Background: an optimization exercise with open tools, aiming at small area, a short achievable clock period and few clock cycles per item. Do not read the settings as production practice. Only simulation tests tie the RTL to the original design; equivalence was not proved.

==> flow/design.v, too long to show whole: its modules and the start of the top module <==
// module HEVC_DCT8_ROM: 75 lines
// module HEVC_MAC_unit: 4241 lines
// module dct_fa: 5 lines
// module dct_ha: 4 lines
// module DCT_N_2D_seq: 40 lines
module DCT_N_2D_seq #(
parameter N = 8,                     
parameter BIT_DEPTH = 8
)(
input  logic clk,
input  logic reset,
input  logic start,
input  logic [N*N*16-1:0] x,        
output logic [N*N*16-1:0] y,        
output logic done
);
  // ...
==> flow/flow/run.sh <==
#!/bin/bash
# The standard layout (the standard.sh: ORFS synth to finish, final DEF in
# out/), with one change: the buffers that placement puts on every input and
# output port are buf_1 cells instead of ORFS's default pick
# (clkdlybuf4s50_1, a slow delay cell four times the size).
# make's full output goes to flow_make.log in the work folder; ORFS also
# keeps its per-step logs under orfs/logs/.
set -euo pipefail
bash standard.sh "BUFFER_PORTS_ARGS=-buffer_cell sky130_fd_sc_hd__buf_1" finish > flow_make.log 2>&1
==> flow/standard.sh <==
#!/bin/bash
# synth_recipe.tcl (not shown) runs the flow's synth.tcl, then flattens the netlist and writes it again
# the make line also repeats each setting of config.mk as NAME=value (left out here)
make -C /OpenROAD-flow-scripts/flow DESIGN_CONFIG=/design/flow/config.mk WORK_HOME=/design/flow/orfs CLKGATE_MAP_FILE= SYNTH_SCRIPT=/design/flow/synth_recipe.tcl "${@:-finish}"
==> flow/config.mk <==
export PLATFORM = sky130hd
export DESIGN_NAME = DCT_N_2D_seq
export DESIGN_NICKNAME = DCT_N_2D_seq
export VERILOG_FILES = /design/flow/design.v
export SDC_FILE = /design/flow/constraint.sdc
export NUM_CORES = 4
export LEC_CHECK = 0
export ABC_AREA = 1
export CAP_MARGIN = 20
export CORE_AREA = 10 10 790 790
export DIE_AREA = 0 0 800 800
export SLEW_MARGIN = 20
export SYNTH_HIERARCHICAL = 1
==> flow/constraint.sdc <==
create_clock -name core_clock -period 14.0 [get_ports {clk}]
set_input_delay 2.8000 -clock core_clock [delete_from_list [all_inputs] [get_ports {clk}]]
set_output_delay 2.8000 -clock core_clock [all_outputs]
set_load 0.01 [all_outputs]
==> flow_metrics.env, run 1 <==
export IMPL_status="no timing/DRC/antenna violations"
export IMPL_hold_path_class="flop to flop"
export IMPL_synth_area_per_cell_um2=9.865
export IMPL_synth_top_cell_area_share_pct=34.55
export IMPL_start_util_pct=47.91
export IMPL_cts_resized=0
export IMPL_areaGrowthSynthToFinish_pct=9.355
export IMPL_crit_fanout=71
export IMPL_grt_pass1_vias=232100
export IMPL_nNonClkInverters=5531
export IMPL_crit_path_end="UNIT[6].u.q[95]$_DFFE_PP_"
export IMPL_buffers=2420
export IMPL_synth_seq_cells=1026
export IMPL_max_clock_path_buffers=4
export IMPL_setup_violations=0
export IMPL_io_pins=2052
export IMPL_fmaxAchievable_mhz=86.29
export IMPL_crit_start="busy$_DFF_PP0_"
export IMPL_critPathLaunchType="flop"
export IMPL_muxShareOfSynthArea_pct=1.970
export IMPL_tapCellCount=8064
export IMPL_relSlewSlack_pct=2.543
export IMPL_ys_seq_area_share_pct=10.60
Testbench counts, summed over its fixed seeds: cycles 384, items 192.
==> module DCT_N_2D_seq, before the edit <==
module DCT_N_2D_seq #(
parameter N = 8,                     
parameter BIT_DEPTH = 8
)(
input  logic clk,
input  logic reset,
input  logic start,
input  logic [N*N*16-1:0] x,        
output logic [N*N*16-1:0] y,        
output logic done
);
logic busy;                          
logic en;
logic [1023:0] q;                    
logic [1023:0] sr;                   
assign en = start | busy;
genvar gi, gu;
generate
for (gi = 0; gi < 8; gi = gi + 1) begin : UNIT
HEVC_MAC_unit u (.clk(clk), .sel(busy), .en(en), .xr(x[gi*128 +: 128]),
.sr(sr[gi*128 +: 128]), .q(q[gi*128 +: 128]));
for (gu = 0; gu < 8; gu = gu + 1) begin : WR
assign y[(gu*8+gi)*16 +: 16] = q[gi*128 + gu*16 +: 16];
assign sr[gi*128 + gu*16 +: 16] = q[gu*128 + gi*16 +: 16];
end
end
endgenerate
always_ff @(posedge clk or posedge reset) begin
if (reset) begin
busy <= 1'b0;
done <= 1'b0;
end else if (busy) begin
busy <= 1'b0;
done <= 1'b1;
end else if (start) begin
busy <= 1'b1;
done <= 1'b0;
end
end
endmodule
==> inputs of run 2 (changes only) <==
--- a/flow/design.v
+++ b/flow/design.v
@@ -70,23 +70,30 @@
 6'd62: coeff = 8'sd50;
 6'd63: coeff = -8'sd18;
 default: coeff = 8'sd0;
 endcase
 end
 endmodule
 module HEVC_MAC_unit (
 input  logic clk,
-input  logic sel,              
-input  logic en,               
+input  logic reset,
+input  logic start,
 input  logic [127:0] xr,       
 input  logic [127:0] sr,
 output logic [127:0] q         
 );
 logic [127:0] yout;
+logic sel;
+logic en;
+always_ff @(posedge clk or posedge reset) begin
+if (reset) sel <= 1'b0;
+else sel <= start & ~sel;
+end
+assign en = start | sel;
 wire [127:0] xin = sel ? sr : xr;
 wire [15:0] in0 = xin[0 +: 16];
 wire [15:0] in1 = xin[16 +: 16];
 wire [15:0] in2 = xin[32 +: 16];
 wire [15:0] in3 = xin[48 +: 16];
 wire [15:0] in4 = xin[64 +: 16];
 wire [15:0] in5 = xin[80 +: 16];
 wire [15:0] in6 = xin[96 +: 16];
@@ -4330,24 +4337,22 @@
 input  logic clk,
 input  logic reset,
 input  logic start,
 input  logic [N*N*16-1:0] x,        
 output logic [N*N*16-1:0] y,        
 output logic done
 );
 logic busy;                          
-logic en;
 logic [1023:0] q;                    
 logic [1023:0] sr;                   
-assign en = start | busy;
 genvar gi, gu;
 generate
 for (gi = 0; gi < 8; gi = gi + 1) begin : UNIT
-HEVC_MAC_unit u (.clk(clk), .sel(busy), .en(en), .xr(x[gi*128 +: 128]),
+HEVC_MAC_unit u (.clk(clk), .reset(reset), .start(start), .xr(x[gi*128 +: 128]),
 .sr(sr[gi*128 +: 128]), .q(q[gi*128 +: 128]));
 for (gu = 0; gu < 8; gu = gu + 1) begin : WR
 assign y[(gu*8+gi)*16 +: 16] = q[gi*128 + gu*16 +: 16];
 assign sr[gi*128 + gu*16 +: 16] = q[gu*128 + gi*16 +: 16];
 end
 end
 endgenerate
 always_ff @(posedge clk or posedge reset) begin
--- a/flow/config.mk
+++ b/flow/config.mk
@@ -4,10 +4,11 @@
 export VERILOG_FILES = /design/flow/design.v
 export SDC_FILE = /design/flow/constraint.sdc
 export NUM_CORES = 4
 export LEC_CHECK = 0
 export ABC_AREA = 1
 export CAP_MARGIN = 20
 export CORE_AREA = 10 10 790 790
 export DIE_AREA = 0 0 800 800
+export SETUP_SLACK_MARGIN = 4
 export SLEW_MARGIN = 20
 export SYNTH_HIERARCHICAL = 1
==> run 2 against run 1 <==
- still clean on timing, DRC and antenna
- global-route usage is 0.50 points higher
- via count is 2.8% higher
- non-clock buffer count is 299 higher
- worst setup slack better by 1700 ps
- critical endpoint is now UNIT[3].u.q[127]$_DFFE_PP_
- largest cell class unchanged
==> flow_metrics.env, run 2 <==
export IMPL_critical_path_required_ps=14690
export IMPL_rows=286
export IMPL_r2r_end="UNIT[3].u.q[127]$_DFFE_PP_"
export IMPL_synth_area_um2=292900
export IMPL_worstSkewPairLatency_ps=1010
export IMPL_cts_buffers=157
export IMPL_fin_crit_sh_pct=70.55
export IMPL_start_util_pct=48.30
export IMPL_io_pins=2052
export IMPL_relSlewSlack_pct=12.78
export IMPL_synth_top_cell_area_share_pct=34.28
export IMPL_fmaxAchievable_mhz=101.2
export IMPL_finalMaxSlewViolations=0
export IMPL_die_y_um=800
export IMPL_critPathSlowestCell="or2_0"
export IMPL_critPathLaunchType="flop"
export IMPL_period_needed_ps=9877
export IMPL_async_reset_ff_share_pct=0.9671
export IMPL_syn_num_nets=41900
export IMPL_min_delay_start="busy$_DFF_PP0_"
export IMPL_ys_seq_area_share_pct=10.58
export IMPL_cpPeakStageDelay_ps=900
export IMPL_regToRegSetupSlack_ps=4120
export IMPL_postCtsHoldBufs=0
export IMPL_setup_tns_ps=0
export IMPL_dp_hpwl_um=1333000
export IMPL_layout_common_cells="ha_1, fa_1, inv_1"
export IMPL_finalClockSkew_ps=87.58
export IMPL_final_common_cell="ha_1"
export IMPL_hold_path_class="flop to flop"
export IMPL_wirelength_um=1469000
export IMPL_vias_per_cell=5.779
export IMPL_rsz0062_at_grt="true"
export IMPL_yosys_top_cells_count="ha_1, fa_1, inv_1, nand2_1, nor2_1"
export IMPL_fin_hold_ws_ps=453.6
export IMPL_cts_tree="yes"
export IMPL_r2r_start="UNIT[3].u.sel$_DFF_PP0_"
export IMPL_criticalPathCategory="flop to flop"
export IMPL_synth_warnings=8
export IMPL_status="no timing/DRC/antenna violations"
export IMPL_htree_num_levels=4
export IMPL_grt_ovfl_total=0
export IMPL_largest_reg_flops=1024
export IMPL_setup_violations=0
export IMPL_hold_path_end="busy$_DFF_PP0_"
export IMPL_arrival_ps=10570
export IMPL_grt_pass1_wl_um=1950000
export IMPL_cts_sinks=1034
export IMPL_cts_root_buf="clkbuf_16"
export IMPL_yosys_top_cells_area="fa_1, ha_1, edfxtp_1, inv_1, nand2_1"
export IMPL_r2r_cells=37
export IMPL_antenna_left=0
export IMPL_core_area_um2=606500
export IMPL_top_regs="UNIT.u.q (1024), UNIT.u.sel (8)"
export IMPL_synth_seq_cells=1034
export IMPL_vias=239100
export IMPL_hold_viol_final=0
export IMPL_cp_common_cell="nand2_1"
export IMPL_synth_top_cell_by_area="fa_1"
export IMPL_areaGrowthSynthToFinish_pct=12.14
export IMPL_grt_max_degree=116
export IMPL_max_clock_path_buffers=4
export IMPL_clk_pin_slew_ps=70
export IMPL_max_cap_viol_count=0
export IMPL_synth_most_common_cell="ha_1"
export IMPL_synth_edf_count=1024
export IMPL_syn_inst=30000
export IMPL_die_width_um=800
export IMPL_whs_path_depth=1
export IMPL_synth_area_per_cell_um2=9.765
export IMPL_drtIter0Drc=26270
export IMPL_antenna_found_initial=319
export IMPL_grt_pass1_vias=234300
export IMPL_routedWlPerCell_um=35.50
export IMPL_place_congestion=1.137
export IMPL_dominantRegCellSynth="edfxtp_1"
export IMPL_tightest_slew_ps=1308
export IMPL_worstSetupEndpointType="flop"
export IMPL_crit_fanout=30
export IMPL_drc_errors=0
export IMPL_dieArea_um2=640000
export IMPL_grt_total_usage_pct=45.02
export IMPL_firstDrtPassIters=8
export IMPL_final_nets=44560
export IMPL_regMostFlops="UNIT.u.q"
export IMPL_drive_above_1_share_pct=11.93
export IMPL_synth_distinct_cells=51
export IMPL_port_buffers=2051
## run 2: cell types whose count changed in the layout (fill, tap and decap cells not counted), moves of 135 or more
| cell | previous run | this run |
|---|---|---|
| nand2_1 | 3986 | 4800 |
| inv_1 | 5514 | 4842 |
| or2_2 | 24 | 512 |
| o21ai_0 | 603 | 121 |
| o21ai_2 | 3 | 484 |
| mux2_2 | 480 | 0 |
| buf_4 | 351 | 622 |
| xnor2_1 | 695 | 504 |
| diode_2 | 357 | 531 |
| xor2_1 | 442 | 284 |
| ha_1 | 5856 | 5701 |
| inv_2 | 17 | 172 |
| xor2_2 | 14 | 149 |
## run 2: worst max path at each step
stage,startpoint,endpoint,slack (ps),depth (start not counted)
finish,UNIT[3].u.sel$_DFF_PP0_,UNIT[3].u.q[127]$_DFFE_PP_,4120,37
detailed placement,x[800],UNIT[6].u.q[58]$_DFFE_PP_,2180,38
CTS,x[800],UNIT[6].u.q[58]$_DFFE_PP_,3900,39
floorplan,x[1],UNIT[0].u.q[63]$_DFFE_PP_,4060,40
global placement,x[1],UNIT[0].u.q[63]$_DFFE_PP_,2160,41
global route,UNIT[3].u.sel$_DFF_PP0_,UNIT[3].u.q[127]$_DFFE_PP_,3900,39
## run 2: routing by layer
layer | routed length (um) | vias to the layer above | track usage (%)
li1 | - | 102600 | -
met3 | 185600 | 2734 | 16.85
met1 | 546300 | 120900 | 56.16
met2 | 586300 | 12790 | 61.17
met4 | 149900 | 114 | 38.13
met5 | 1092 | - | 0
## run 2: area by class of cell
type	instances	area, um^2
clock buffers	169	4038
multi-input cells	23700	248600
diodes	531	1329
well taps	8064	10090
flip-flops and latches	1034	31030
clock inverters	117	1262
inverters	5051	19080
fillers	55830	278000
repair buffers	2719	13130
## run 2: per-stage QoR
stage	instances	setup slack [ps]	utilization [%]	area [um^2]
after floorplan	30000	4059	-	292900
after global placement	40220	2161	51.62	313100
after detailed placement	40230	2176	51.64	313200
after CTS	40550	3900	52.78	320100
after global routing	41180	3902	54.08	328000
final	41380	4123	54.16	328500
## run 2: modules after synthesis, one instance, submodules excluded
module	times used	cells	area, um^2
HEVC_MAC_unit	8	2590	17450
DCT_N_2D_seq	1	7	72.57
dct_ha	4312	1	12.51
dct_fa	4960	1	20.02
## run 2: repair_timing
item                                    CTS  global route
gates cloned                              0             0
buffers inserted                         33           305
resized for setup                       206           834
endpoints found under the setup margin  284           369
pin swaps                                15           181
## run 2: critical path: cells and delay by family, from the launching register on
family	cells	cell delay, ps
buffers and inverters	6	1200
DFF	1	670
AOI/OAI and AO/OA	8	1590
adders and majority gates	11	3940
xor gates and xnor gates	2	410
and+or+nand+nor	10	1670
## run 2: cells by family after synthesis
group,count (synthesis),share of synthesized area (%)
AO/OA/AOI/OAI,2649,6.105
multiplexers,32,0.1093
flip-flops,1034,10.58
buffers and inverters,5267,6.803
AND/OR/NAND/NOR,8881,13.33
adder cells (fa/ha/maj),10870,59.29
XOR/XNOR,1264,3.779
Testbench counts of run 2, summed over its fixed seeds: cycles 384, items 192.
==> inputs of run 3 (changes only) <==
--- a/flow/config.mk
+++ b/flow/config.mk
@@ -9,6 +9,6 @@
 export CAP_MARGIN = 20
 export CORE_AREA = 10 10 790 790
 export DIE_AREA = 0 0 800 800
-export SETUP_SLACK_MARGIN = 4
+export SETUP_SLACK_MARGIN = 3
 export SLEW_MARGIN = 20
 export SYNTH_HIERARCHICAL = 1
==> run 3 against run 2 <==
- via count is 0.90% lower
- worst hold slack barely moved
- critical endpoint is now UNIT[6].u.q[58]$_DFFE_PP_
- fmax is 8.4% lower
==> flow_metrics.env, run 3 <==
export IMPL_synth_top_cell_by_area="fa_1"
export IMPL_place_congestion=1.137
export IMPL_postCtsHoldBufs=0
export IMPL_grt_pass1_vias=233800
export IMPL_worstSetupEndpointType="flop"
export IMPL_layout_common_cells="ha_1, fa_1, inv_1"
export IMPL_r2r_start="UNIT[1].u.sel$_DFF_PP0_"
export IMPL_synth_edf_count=1024
export IMPL_synth_distinct_cells=51
export IMPL_hold_viol_final=0
export IMPL_regToRegSetupSlack_ps=3330
export IMPL_max_cap_viol_count=0
export IMPL_drtIter0Drc=26500
export IMPL_yosys_top_cells_area="fa_1, ha_1, edfxtp_1, inv_1, nand2_1"
export IMPL_setup_slack_ps=3213
export IMPL_top_regs="UNIT.u.q (1024), UNIT.u.sel (8)"
export IMPL_cts_sinks=1034
export IMPL_wirelength_um=1463000
export IMPL_clk_pin_slew_ps=60
export IMPL_syn_inst=30000
export IMPL_status="no timing/DRC/antenna violations"
export IMPL_max_clock_path_buffers=4
export IMPL_cp_common_cell="ha_1"
export IMPL_final_cell_count_no_fill=40950
export IMPL_synth_most_common_cell="ha_1"
export IMPL_tightest_slew_ps=1336
export IMPL_dieArea_um2=640000
export IMPL_r2r_end="UNIT[1].u.q[58]$_DFFE_PP_"
export IMPL_htree_num_levels=4
export IMPL_drive_above_1_share_pct=8.561
export IMPL_dp_hpwl_um=1333000
export IMPL_period_needed_ps=10790
export IMPL_hold_path_class="flop to flop"
export IMPL_synth_seq_cells=1034
export IMPL_dominantRegCellSynth="edfxtp_1"
export IMPL_critPathLaunchType="input pin"
export IMPL_grt_ovfl_total=0
export IMPL_areaGrowthSynthToFinish_pct=9.216
export IMPL_grt_max_degree=116
export IMPL_regMostFlops="UNIT.u.q"
export IMPL_setup_violations=0
export IMPL_cts_tree="yes"
export IMPL_final_nets=44220
export IMPL_final_common_cell="ha_1"
export IMPL_start_util_pct=48.30
export IMPL_finalMaxSlewViolations=0
export IMPL_criticalPathCategory="input pin to flop"
export IMPL_routedWlPerCell_um=35.73
export IMPL_async_reset_ff_share_pct=0.9671
export IMPL_grt_total_usage_pct=44.97
export IMPL_whs_path_depth=1
export IMPL_largest_reg_flops=1024
export IMPL_cts_buffers=157
export IMPL_rsz0062_at_grt="false"
export IMPL_io_pins=2052
export IMPL_drc_errors=0
export IMPL_synth_top_cell_area_share_pct=34.28
export IMPL_relSlewSlack_pct=10.90
export IMPL_synth_warnings=8
export IMPL_antenna_found_initial=307
export IMPL_nFillCells=56480
export IMPL_post_place_cells=40230
export IMPL_cpPeakStageDelay_ps=640
export IMPL_critical_path_required_ps=14690
export IMPL_fin_util_pct=52.75
export IMPL_rows=286
export IMPL_worstSkewPairLatency_ps=1020
export IMPL_hold_path_end="busy$_DFF_PP0_"
export IMPL_vias=237000
export IMPL_firstDrtPassIters=9
export IMPL_die_width_um=800
export IMPL_synth_area_per_cell_um2=9.765
export IMPL_grt_pass1_wl_um=1948000
export IMPL_fin_crit_sh_pct=77.05
export IMPL_finalClockSkew_ps=92.72
export IMPL_cts_setup_buffers=0
export IMPL_yosys_top_cells_count="ha_1, fa_1, inv_1, nand2_1, nor2_1"
export IMPL_dp_slack_ps=2176
export IMPL_r2r_cells=36
export IMPL_port_buffers=2051
export IMPL_synth_area_um2=292900
export IMPL_cts_root_buf="clkbuf_16"
export IMPL_arrival_ps=11480
export IMPL_vias_per_cell=5.788
export IMPL_setup_tns_ps=0
export IMPL_core_area_um2=606500
export IMPL_die_y_um=800
export IMPL_min_delay_start="busy$_DFF_PP0_"
export IMPL_critPathSlowestCell="xor2_1"
export IMPL_crit_fanout=6
export IMPL_fmaxAchievable_mhz=92.71
export IMPL_ys_seq_area_share_pct=10.58
export IMPL_cts_resized=0
export IMPL_antenna_left=0
export IMPL_syn_num_nets=41900
-- run 3: cell types whose count changed in the layout (fill, tap and decap cells not counted), sizes merged --
| cell | before | now |
|---|---|---|
| inv | 5070 | 5078 |
| clkbuf | 185 | 171 |
| diode | 531 | 432 |
| clkinvlp | 32 | 24 |
| buf | 2703 | 2379 |
-- run 3: worst max-delay path by stage --
stage	from	end	slack (ps)
6_report	x[800]	UNIT[6].u.q[58]$_DFFE_PP_	3210
5_1_grt	x[96]	UNIT[0].u.q[94]$_DFFE_PP_	3000
4_1_cts	x[800]	UNIT[6].u.q[58]$_DFFE_PP_	3150
3_5_place_dp	x[800]	UNIT[6].u.q[58]$_DFFE_PP_	2180
3_3_place_gp	x[1]	UNIT[0].u.q[63]$_DFFE_PP_	2160
2_1_floorplan	x[1]	UNIT[0].u.q[63]$_DFFE_PP_	4060
-- run 3: kinds of logic after synthesis --
group | synth area share (%)
simple gates | 13.33
fa+ha+maj | 59.29
xor+xnor | 3.779
mux | 0.1093
flops | 10.58
buf+inv | 6.803
compound gates | 6.105
-- run 3: routing by layer --
metal / vias up / part of all wire [%] / routed length, um / global-route usage [%]
li1: 101900 / - / - / -
met1: 119800 / 37 / 547700 / 56.00
met2: 12600 / 40 / 581500 / 61.34
met3: 2628 / 12 / 182400 / 16.97
met4: 102 / 10 / 149800 / 37.59
met5: - / 0.094 / 1381 / 0
-- run 3: critical path, delay by kind of cell --
family | cells | cell delay [ps]
fa+ha+maj | 11 | 4230
simple gates | 15 | 1980
compound gates | 7 | 1090
xor+xnor | 3 | 1010
buf+inv | 2 | 350
-- run 3: stage by stage --
step	hold slack, ps	instance area [um^2]
floorplan	394.3	292900
CTS	454.4	318500
detailed placement	446.6	313200
finish	454.0	319900
global route	464.3	319500
global placement	407.5	313100
-- run 3: Yosys stat by module (local to each module, per instance) --
module,cells,flops+latches
dct_ha,1,0
HEVC_MAC_unit,2590,129
DCT_N_2D_seq,7,2
dct_fa,1,0
-- run 3: cell type report --
class / count / area, um^2 / share of cell area, %
repair buffers: 2381 / 10300 / 3.219
well taps: 8064 / 10090 / 3.154
inverters: 5051 / 18990 / 5.935
diodes: 432 / 1081 / 0.3379
clock inverters: 117 / 1262 / 0.3946
clock buffers: 169 / 4038 / 1.262
flip-flops and latches: 1034 / 31030 / 9.699
multi-input cells: 23700 / 243200 / 76.00

==> re-timing with driven ports <==
How much do the figures lean on ideal ports? The routed layouts below were timed once more, with nothing changed but the port constraints. Step 1, drivers: a clkbuf_16 drives clk and a buf_2 each remaining input, both assumed. Step 2 adds t to the input delays and takes it off the output delays; t is the mean of the earliest and latest rising clock arrival at the registers after step 1. Input paths then give back, and output paths get back, about the clock's delay inside the block. Three values: ideal, step 1, step 2; two values: the first two.
run | t, ns | slack for setup (ns) | worst hold slack (ns) | worst setup path after step 2 | worst register clock-pin slew, ns
run 1 | 1.119 | 2.411 / 2.411 / 1.723 | 0.530 / 0.530 / 0.530 | input to register | 0.09 / 0.09
run 2 | 1.127 | 4.123 / 4.123 / 3.124 | 0.454 / 0.454 / 0.454 | input to register | 0.09 / 0.09
run 3 | 1.114 | 3.213 / 3.326 / 2.212 | 0.454 / 0.454 / 0.454 | input to register | 0.09 / 0.09
After both steps setup and hold are still met in every run listed. The setup slack of run 3, which loses most, moves by +0.113 ns with the drivers and by -1.001 ns with both steps.
